Background: an optimization exercise with open tools, aiming at small area and a short achievable clock period. Do not read the settings as production practice.
RTL that was checked went through simulation tests only; none was proved equivalent to the original.
Power and IR drop assume default switching activity.

==> inputs of build 62 <==
// alu64_sync
module alu64_sync(
    input clk,
    input en,
    input MD,
    input [2:0] OP,
    input [63:0] R1,
    input [63:0] R2,
    output reg EQ,
    output reg GT,
    output reg LT,
    output reg OVR,
    output reg [63:0] Q
    );
==> flow/config.mk <==
export PLATFORM = sky130hd
export DESIGN_NAME = alu64_sync
export DESIGN_NICKNAME = alu64_sync
export VERILOG_FILES = /design/flow/design.v
export SDC_FILE = /design/flow/constraint.sdc
export NUM_CORES = 4
export LEC_CHECK = 0
export ABC_AREA = 1
export CAP_MARGIN = 20
export CORE_MARGIN = 2
export CORE_UTILIZATION = 50
export CTS_BUF_LIST = sky130_fd_sc_hd__clkbuf_4 sky130_fd_sc_hd__clkbuf_8
export PLACE_DENSITY = 0.75
export SETUP_SLACK_MARGIN = 1.7
export SLEW_MARGIN = 20
==> flow/constraint.sdc <==
create_clock -name core_clock -period 4.0 [get_ports {clk}]
set_input_delay 0.8000 -clock core_clock [delete_from_list [all_inputs] [get_ports {clk}]]
set_output_delay 0.8000 -clock core_clock [all_outputs]
set_load 0.01 [all_outputs]
standard.sh (not shown) runs the stock make flow with config.mk's settings and CLKGATE_MAP_FILE= SYNTH_SCRIPT=/design/flow/synth_recipe.tcl, a recipe that flattens the netlist after the stock synthesis.
==> flow/flow/run.sh <==
#!/bin/bash
# Standard ORFS layout (the standard.sh), with the port buffers made from the
# smallest buffer cell instead of the one buffer_ports picks by default.
set -euo pipefail
bash standard.sh BUFFER_PORTS_ARGS="-buffer_cell sky130_fd_sc_hd__buf_1" finish > standard.log 2>&1
==> build 80: changes against build 62 <==
--- a/flow/config.mk
+++ b/flow/config.mk
@@ -10,6 +10,5 @@
 export CORE_MARGIN = 2
-export CORE_UTILIZATION = 50
+export CORE_UTILIZATION = 40
 export CTS_BUF_LIST = sky130_fd_sc_hd__clkbuf_4 sky130_fd_sc_hd__clkbuf_8
-export PLACE_DENSITY = 0.75
-export SETUP_SLACK_MARGIN = 1.7
+export SETUP_SLACK_MARGIN = 1.5
 export SLEW_MARGIN = 20
==> trial 76: changes against build 62 <==
==> flow/flow/run.sh (replaced) <==
#!/bin/bash
# Layout flow: the standard.sh throughout, with two changes.
#  1. Synthesis runs with a copy of the ORFS scripts whose ABC area script is
#     replaced by flow/abc_area.script (ABC map with a required time of 1500 ps instead of delay-optimal mapping);
#     everything else in synthesis (synth_recipe.tcl, synth.tcl) is unchanged.
#  2. The port buffers use the smallest buffer cell (buf_1).
set -euo pipefail
rm -rf scripts_mod
cp -r "$FLOW_HOME/scripts" scripts_mod
cp flow/abc_area.script scripts_mod/abc_area.script
bash standard.sh SCRIPTS_DIR="$PWD/scripts_mod" ABC_AREA=1 synth > synth.log 2>&1
bash standard.sh BUFFER_PORTS_ARGS="-buffer_cell sky130_fd_sc_hd__buf_1" finish > standard.log 2>&1
==> flow/flow/abc_area.script (new file) <==
strash
dch
map -D 1500
topo
stime -c
buffer -c
upsize -c
dnsize -c
--- a/flow/config.mk
+++ b/flow/config.mk
@@ -12,3 +12,2 @@
 export CTS_BUF_LIST = sky130_fd_sc_hd__clkbuf_4 sky130_fd_sc_hd__clkbuf_8
-export PLACE_DENSITY = 0.75
 export SETUP_SLACK_MARGIN = 1.7
==> qor summary <==
item	trial 76	build 62	build 80
Outcome	finished clean	finished clean	finished clean
Critical path endpoint	EQ_r	D_r[17]	D_r[18]
Max frequency	411 MHz	428 MHz	412 MHz
DR pass1 iterations	7	7	5
Detailed Route Iter0 Violations	2353	2779	2458
Number of tap cells inserted	390	396	518
Met1 Use GR	0.544	0.528	0.463
Total buffers and inverters traversed by the critical path	2	5	3
Filler Cells Inserted	2760	3257	4274
Clock period minus final worst setup slack	2.43 ns	2.34 ns	2.42 ns
Cell-internal power	0.00326 W	0.00296 W	0.00301 W
Count of different cell masters after synthesis	68	49	49
Total routed wire length on the met1 layer	26400 um	26700 um	30400 um
Share of the synthesized area in the top cell type	0.214	0.243	0.243
Xor/xnor share of the synthesized area	0.0587	0.0112	0.0112
Area fraction in and, or, nand and nor cells after synthesis	0.251	0.398	0.398
Multi-Input Combinational	1829	2189	2189
Combinational-cell power consumption	0.00279 W	0.00224 W	0.00211 W
Total of cells resized after clock tree synthesis	246	76	24
Adder and majority gate portion of the synthesized area	0.0125	0.0121	0.0121
Clock Power Share	0.205	0.224	0.237
Inverters	281	294	293
Seq. cell area	3210 um^2	3210 um^2	3210 um^2
Switching component of the power	0.00271 W	0.00242 W	0.00235 W
Post-Layout Inst Area	19700 um^2	17800 um^2	17400 um^2
Skew-Pair Late Insertion Delay	0.48 ns	0.50 ns	0.52 ns

========
==> cedar: inputs <==
alu64_sync, a different RTL version from the one above (not shown whole).
==> flow/config.mk <==
export PLATFORM = sky130hd
export DESIGN_NAME = alu64_sync
export DESIGN_NICKNAME = alu64_sync
export VERILOG_FILES = /design/flow/design.v
export SDC_FILE = /design/flow/constraint.sdc
export NUM_CORES = 4
export LEC_CHECK = 0
export ABC_AREA = 1
export CAP_MARGIN = 20
export CORE_MARGIN = 2
export CORE_UTILIZATION = 40
export CTS_BUF_LIST = sky130_fd_sc_hd__clkbuf_4 sky130_fd_sc_hd__clkbuf_8
export SETUP_SLACK_MARGIN = 1.5
export SLEW_MARGIN = 20
==> flow/constraint.sdc <==
create_clock -name core_clock -period 4.0 [get_ports {clk}]
set_input_delay 0.8000 -clock core_clock [delete_from_list [all_inputs] [get_ports {clk}]]
set_output_delay 0.8000 -clock core_clock [all_outputs]
set_load 0.01 [all_outputs]
==> flow/flow/run.sh <==
#!/bin/bash
# Layout flow: the standard.sh throughout, with two changes.
#  1. Synthesis runs with a copy of the ORFS scripts whose ABC area script is
#     replaced by flow/abc_area.script (the &nf mapper with area recovery);
#     everything else in synthesis (synth_recipe.tcl, synth.tcl) is unchanged.
#  2. The port buffers use the smallest buffer cell (buf_1).
set -euo pipefail
rm -rf scripts_mod
cp -r "$FLOW_HOME/scripts" scripts_mod
cp flow/abc_area.script scripts_mod/abc_area.script
bash standard.sh SCRIPTS_DIR="$PWD/scripts_mod" ABC_AREA=1 synth > synth.log 2>&1
bash standard.sh BUFFER_PORTS_ARGS="-buffer_cell sky130_fd_sc_hd__buf_1" finish > standard.log 2>&1
==> flow/flow/abc_area.script <==
strash
&get -n
&st
&dch
&nf
&put
topo
stime -c
buffer -c
upsize -c
dnsize -c
==> maple: changes against cedar <==
--- a/flow/design.v
+++ b/flow/design.v
@@ -875,17 +875,18 @@
     assign bc[13] = BG3_12;
     assign bc[14] = BG3_13;
     assign bc[15] = BG3_14;
     assign bc[16] = BG3_15;
     wire [63:0] s0 = p ^ cl;
     assign OVR = bc[16];
-    wire [63:0] lg;
-    wire [63:0] le;
-    assign lg[62:0] = ~a[62:0] & p[62:0];
-    assign lg[63] = a[63] & p[63];
-    assign le = ~p;
+    wire [63:0] x = a ^ b;
+    wire [63:0] lg;    
+    wire [63:0] le;    
+    assign lg[62:0] = ~a[62:0] & x[62:0];
+    assign lg[63] = x[63] & (a[63] ^ MD);
+    assign le = ~x;
     wire CL0_0 = lg[1] | (le[1] & lg[0]);
     wire CE0_0 = le[1] & le[0];
     wire CL0_1 = lg[3] | (le[3] & lg[2]);
     wire CE0_1 = le[3] & le[2];
     wire CL0_2 = lg[5] | (le[5] & lg[4]);
     wire CE0_2 = le[5] & le[4];
@@ -1006,17 +1007,14 @@
     wire CL4_0 = CL3_1 | (CE3_1 & CL3_0);
     wire CE4_0 = CE3_1 & CE3_0;
     wire CL4_1 = CL3_3 | (CE3_3 & CL3_2);
     wire CE4_1 = CE3_3 & CE3_2;
     wire CL5_0 = CL4_1 | (CE4_1 & CL4_0);
     wire CE5_0 = CE4_1 & CE4_0;
-    wire lt0 = CL5_0;
-    wire eq0 = CE5_0;
-    wire eq1 = &p;
-    assign LT = MD ? ~OVR : lt0;
-    assign EQ = MD ? eq1 : eq0;
+    assign LT = CL5_0;
+    assign EQ = CE5_0;
     wire s_add = en & (OP == 3'b000);
     wire s_shl = en & (OP == 3'b001);
     wire s_shr = en & (OP == 3'b101);
     wire op_x = en & (OP == 3'b100);
     wire op_o = en & (OP == 3'b110);
     wire op_a = en & (OP == 3'b111);
==> flow/flow/run.sh (replaced) <==
#!/bin/bash
# Standard ORFS layout (the standard.sh), with the port buffers made from the
# smallest buffer cell instead of the one buffer_ports picks by default.
set -euo pipefail
bash standard.sh BUFFER_PORTS_ARGS="-buffer_cell sky130_fd_sc_hd__buf_1" finish > standard.log 2>&1
CORE_UTILIZATION = 50   (was 40)
SETUP_SLACK_MARGIN = 1.7   (was 1.5)
removed: flow/flow/abc_area.script
==> willow: changes against cedar <==
--- a/flow/design.v
+++ b/flow/design.v
@@ -875,17 +875,18 @@
     assign bc[13] = BG3_12;
     assign bc[14] = BG3_13;
     assign bc[15] = BG3_14;
     assign bc[16] = BG3_15;
     wire [63:0] s0 = p ^ cl;
     assign OVR = bc[16];
-    wire [63:0] lg;
-    wire [63:0] le;
-    assign lg[62:0] = ~a[62:0] & p[62:0];
-    assign lg[63] = a[63] & p[63];
-    assign le = ~p;
+    wire [63:0] x = a ^ b;
+    wire [63:0] lg;    
+    wire [63:0] le;    
+    assign lg[62:0] = ~a[62:0] & x[62:0];
+    assign lg[63] = x[63] & (a[63] ^ MD);
+    assign le = ~x;
     wire CL0_0 = lg[1] | (le[1] & lg[0]);
     wire CE0_0 = le[1] & le[0];
     wire CL0_1 = lg[3] | (le[3] & lg[2]);
     wire CE0_1 = le[3] & le[2];
     wire CL0_2 = lg[5] | (le[5] & lg[4]);
     wire CE0_2 = le[5] & le[4];
@@ -1006,17 +1007,14 @@
     wire CL4_0 = CL3_1 | (CE3_1 & CL3_0);
     wire CE4_0 = CE3_1 & CE3_0;
     wire CL4_1 = CL3_3 | (CE3_3 & CL3_2);
     wire CE4_1 = CE3_3 & CE3_2;
     wire CL5_0 = CL4_1 | (CE4_1 & CL4_0);
     wire CE5_0 = CE4_1 & CE4_0;
-    wire lt0 = CL5_0;
-    wire eq0 = CE5_0;
-    wire eq1 = &p;
-    assign LT = MD ? ~OVR : lt0;
-    assign EQ = MD ? eq1 : eq0;
+    assign LT = CL5_0;
+    assign EQ = CE5_0;
     wire s_add = en & (OP == 3'b000);
     wire s_shl = en & (OP == 3'b001);
     wire s_shr = en & (OP == 3'b101);
     wire op_x = en & (OP == 3'b100);
     wire op_o = en & (OP == 3'b110);
     wire op_a = en & (OP == 3'b111);
==> flow/flow/run.sh (replaced) <==
#!/bin/bash
# Standard ORFS layout (the standard.sh), with the port buffers made from the
# smallest buffer cell instead of the one buffer_ports picks by default.
set -euo pipefail
bash standard.sh BUFFER_PORTS_ARGS="-buffer_cell sky130_fd_sc_hd__buf_1" finish > standard.log 2>&1
CORE_UTILIZATION = 55   (was 40)
SETUP_SLACK_MARGIN = 1.75   (was 1.5)
removed: flow/flow/abc_area.script
==> results.txt <==
| item | cedar | willow | maple |
|---|---|---|---|
| Result of the run | complete, no violations | complete, no violations | complete, no violations |
| Reported combinational group power | 2.61 mW | 2.37 mW | 2.31 mW |
| Endpoint required time on the critical path | 4.37 ns | 4.37 ns | 4.36 ns |
| Post-layout instance count excluding filler cells | 2597 | 3256 | 3269 |
| Setup Skew | 0.02027 ns | 0.03010 ns | 0.02312 ns |
| Pin count of the biggest net entering global routing | 112 | 67 | 70 |
| Clock network power share | 21.0% | 23.9% | 22.3% |
| Synth top area share | 21.01% | 22.21% | 22.21% |
| Worst slack at placement | 0.3098 ns | 0.9521 ns | 0.7011 ns |
| Non-clock inverters | 41 | 281 | 280 |
| Setup slack on the worst flop-to-flop path | 1.50 ns | 1.69 ns | 1.69 ns |
| Number of inserted filler cells in the final layout | 3788 | 2771 | 3166 |
| Buffer count from post-CTS setup fixing | 37 | 1 | 6 |
| Gpl congestion | 0.9961 | 1.057 | 1.038 |
Function was not checked in any run of this note: the RTL went through the layout flow alone.

========
==> inputs of build 61 <==
Another version of the RTL of alu64_sync (not shown whole).
export LEC_CHECK = 0
export ABC_AREA = 1
export CAP_MARGIN = 20
export CORE_MARGIN = 2
export CORE_UTILIZATION = 40
export SETUP_SLACK_MARGIN = 1.5
export SLEW_MARGIN = 20
create_clock -name core_clock -period 4.0 [get_ports {clk}]
==> flow/flow/run.sh <==
#!/bin/bash
# Standard ORFS layout (the standard.sh), with the port buffers made from the
# smallest buffer cell instead of the one buffer_ports picks by default.
set -euo pipefail
bash standard.sh BUFFER_PORTS_ARGS="-buffer_cell sky130_fd_sc_hd__buf_1" finish > standard.log 2>&1
==> trial 25 (differences from build 61) <==
--- a/flow/design.v
+++ b/flow/design.v
@@ -580,11 +580,11 @@
 			out = XD;
 		end
 	end
 endmodule
 `timescale 1ns / 1ps
-module alu64(en, MD, OP, R1, R2, D, V, FILL, REV, ADD, BC, SLT, SGT, LT0, EQ0, EQ1, OVR);
+module alu64(en, MD, OP, R1, R2, D, V, FILL, REV, ADD, BC, SLT, SGT, LT, EQ, OVR);
     input en;
     input MD;
     input [2:0] OP;
     input [63:0] R1;
     input [63:0] R2;
@@ -594,13 +594,12 @@
     output REV;            
     output ADD;            
     output [7:1] BC;       
     output SLT;            
     output SGT;            
-    output LT0;            
-    output EQ0;            
-    output EQ1;            
+    output LT;
+    output EQ;
     output OVR;
     wire [63:0] a = R1;
     wire [63:0] b = R2;
     wire [63:0] p = a ^ b ^ {64{MD}};    
     wire [63:0] g = a & ~p;              
@@ -1030,13 +1029,12 @@
     wire CL5_0 = CL4_1 | (CE4_1 & CL4_0);
     wire CE5_0 = CE4_1 & CE4_0;
     wire lt0 = CL5_0;
     wire eq0 = CE5_0;
     wire eq1 = &p;
-    assign LT0 = lt0;
-    assign EQ0 = eq0;
-    assign EQ1 = eq1;
+    assign LT = MD ? ~OVR : lt0;
+    assign EQ = MD ? eq1 : eq0;
     wire s_add = en & (OP == 3'b000);
     wire s_shl = en & (OP == 3'b001);
     wire s_shr = en & (OP == 3'b101);
     wire op_x = en & (OP == 3'b100);
     wire op_o = en & (OP == 3'b110);
@@ -1142,18 +1140,16 @@
     output reg OVR,
     output reg [63:0] Q
     );
 	reg [63:0] D_r;
 	reg [5:1] V_r;
-	reg FILL_r, REV_r, ADD_r, SLT_r, SGT_r, LT0_r, EQ0_r, EQ1_r, MD_r, OVR_r;
+	reg FILL_r, REV_r, ADD_r, SLT_r, SGT_r, LT_r, EQ_r, OVR_r;
 	reg [7:1] BC_r;
 	wire [63:0] D_w, S_w;
 	wire [5:0] V_w;
-	wire FILL_w, REV_w, ADD_w, SLT_w, SGT_w, LT0_w, EQ0_w, EQ1_w, OVR_w;
+	wire FILL_w, REV_w, ADD_w, SLT_w, SGT_w, LT_w, EQ_w, OVR_w;
 	wire [7:1] BC_w;
-	wire LT_r = MD_r ? ~OVR_r : LT0_r;
-	wire EQ_r = MD_r ? EQ1_r : EQ0_r;
 	wire GT_1 = ~(LT_r | EQ_r);
 	always @(posedge clk)
 	begin
 		D_r <= D_w;
 		V_r <= V_w[5:1];
@@ -1161,24 +1157,22 @@
 		REV_r <= REV_w;
 		ADD_r <= ADD_w;
 		BC_r <= BC_w;
 		SLT_r <= SLT_w;
 		SGT_r <= SGT_w;
-		LT0_r <= LT0_w;
-		EQ0_r <= EQ0_w;
-		EQ1_r <= EQ1_w;
-		MD_r <= MD;
+		LT_r <= LT_w;
+		EQ_r <= EQ_w;
 		OVR_r <= OVR_w;
 		EQ <= EQ_r;
 		GT <= GT_1;
 		LT <= LT_r;
 		OVR <= OVR_r;
 		Q <= {S_w[63:1], S_w[0] | (SLT_r & LT_r) | (SGT_r & GT_1)};
 	end
 	alu64 u_front (
 		.en(en), .MD(MD), .OP(OP), .R1(R1), .R2(R2),
 		.D(D_w), .V(V_w), .FILL(FILL_w), .REV(REV_w), .ADD(ADD_w), .BC(BC_w),
-		.SLT(SLT_w), .SGT(SGT_w), .LT0(LT0_w), .EQ0(EQ0_w), .EQ1(EQ1_w), .OVR(OVR_w));
+		.SLT(SLT_w), .SGT(SGT_w), .LT(LT_w), .EQ(EQ_w), .OVR(OVR_w));
 	shift64 u_back (
 		.D(D_r), .V({V_r, 1'b0}), .FILL(FILL_r), .REV(REV_r), .ADD(ADD_r), .BC(BC_r),
 		.S(S_w));
 endmodule
==> flow/flow/run.sh (replaced) <==
#!/bin/bash
# Layout flow: the standard.sh throughout, with two changes.
#  1. Synthesis runs with a copy of the ORFS scripts whose ABC area script is
#     replaced by flow/abc_area.script (logic optimisation before the standard delay-aware mapping);
#     everything else in synthesis (synth_recipe.tcl, synth.tcl) is unchanged.
#  2. The port buffers use the smallest buffer cell (buf_1).
set -euo pipefail
rm -rf scripts_mod
cp -r "$FLOW_HOME/scripts" scripts_mod
cp flow/abc_area.script scripts_mod/abc_area.script
bash standard.sh SCRIPTS_DIR="$PWD/scripts_mod" ABC_AREA=1 synth > synth.log 2>&1
bash standard.sh BUFFER_PORTS_ARGS="-buffer_cell sky130_fd_sc_hd__buf_1" finish > standard.log 2>&1
==> flow/flow/abc_area.script (new file) <==
strash
refactor
rewrite
dc2
dch
map -B 0.9
topo
stime -c
buffer -c
upsize -c
dnsize -c
==> results.txt <==
quantity	build 61	trial 25
Final critical-path setup slack	1520 ps	1190 ps
Largest net degree at the start of global routing	75	90
Outcome	timing/DRC/antenna clean	timing/DRC/antenna clean
Largest clock skew in the final design	14.0 ps	17.9 ps
CP max-delay cell	a21oi_1	buf_1
FP Rows	72	70
Resized Gates After CTS	27	228
IR drop worst, VDD	0.296 mV	0.306 mV
Met3 layer usage reported by global route	3.98%	7.89%
Comb power	2.33 mW	2.76 mW
Share of synthesized area spent on multiplexers	1.97%	3.54%
Via Count	20.3k	19.1k
Non-clock buffer total of the final layout	259	382
Overall global routing resource usage	33.3%	37.2%
Function not checked in build 61: the RTL went through the layout flow alone.

-- static timing again, ports no longer ideal --
No port has a modelled driver above. Below, the same layouts with a new extraction and two added sets of constraints. Step 1 sets driving cells, clkbuf_16 on the clock port and buf_2 on the other inputs (assumed; they add their load-dependent delay and slew). Step 2 times the ports against the registers' clock, not the clock port: input delays grow and output delays shrink by t, the midpoint of the rising clock arrivals with the driver on. Slacks: no drivers / after step 1 / after step 2; pairs: no drivers / after step 1.
| run | shift t [ns] | slack for setup (ns) | hold WS [ns] |
|---|---|---|---|
| build 62 | 0.532 | 1.663 / 1.682 / 1.150 | 0.413 / 0.413 / 0.413 |
| build 80 | 0.552 | 1.575 / 1.604 / 1.051 | 0.391 / 0.391 / 0.391 |
| trial 76 | 0.508 | 1.569 / 1.484 / 0.977 | 0.369 / 0.369 / 0.369 |
| cedar | 0.532 | 1.145 / 1.151 / 0.619 | 0.341 / 0.341 / 0.341 |
| maple | 0.504 | 1.685 / 1.685 / 1.206 | 0.412 / 0.412 / 0.412 |
| willow | 0.516 | 1.693 / 1.693 / 1.245 | 0.421 / 0.421 / 0.421 |
| build 61 | 0.492 | 1.521 / 1.521 / 1.082 | 0.434 / 0.434 / 0.434 |
| trial 25 | 0.494 | 1.189 / 1.173 / 0.679 | 0.392 / 0.392 / 0.392 |
After both steps setup and hold are still met in every run listed. For trial 76, which loses most, drivers alone change the setup slack by -0.085 ns; drivers and shift together by -0.592 ns.
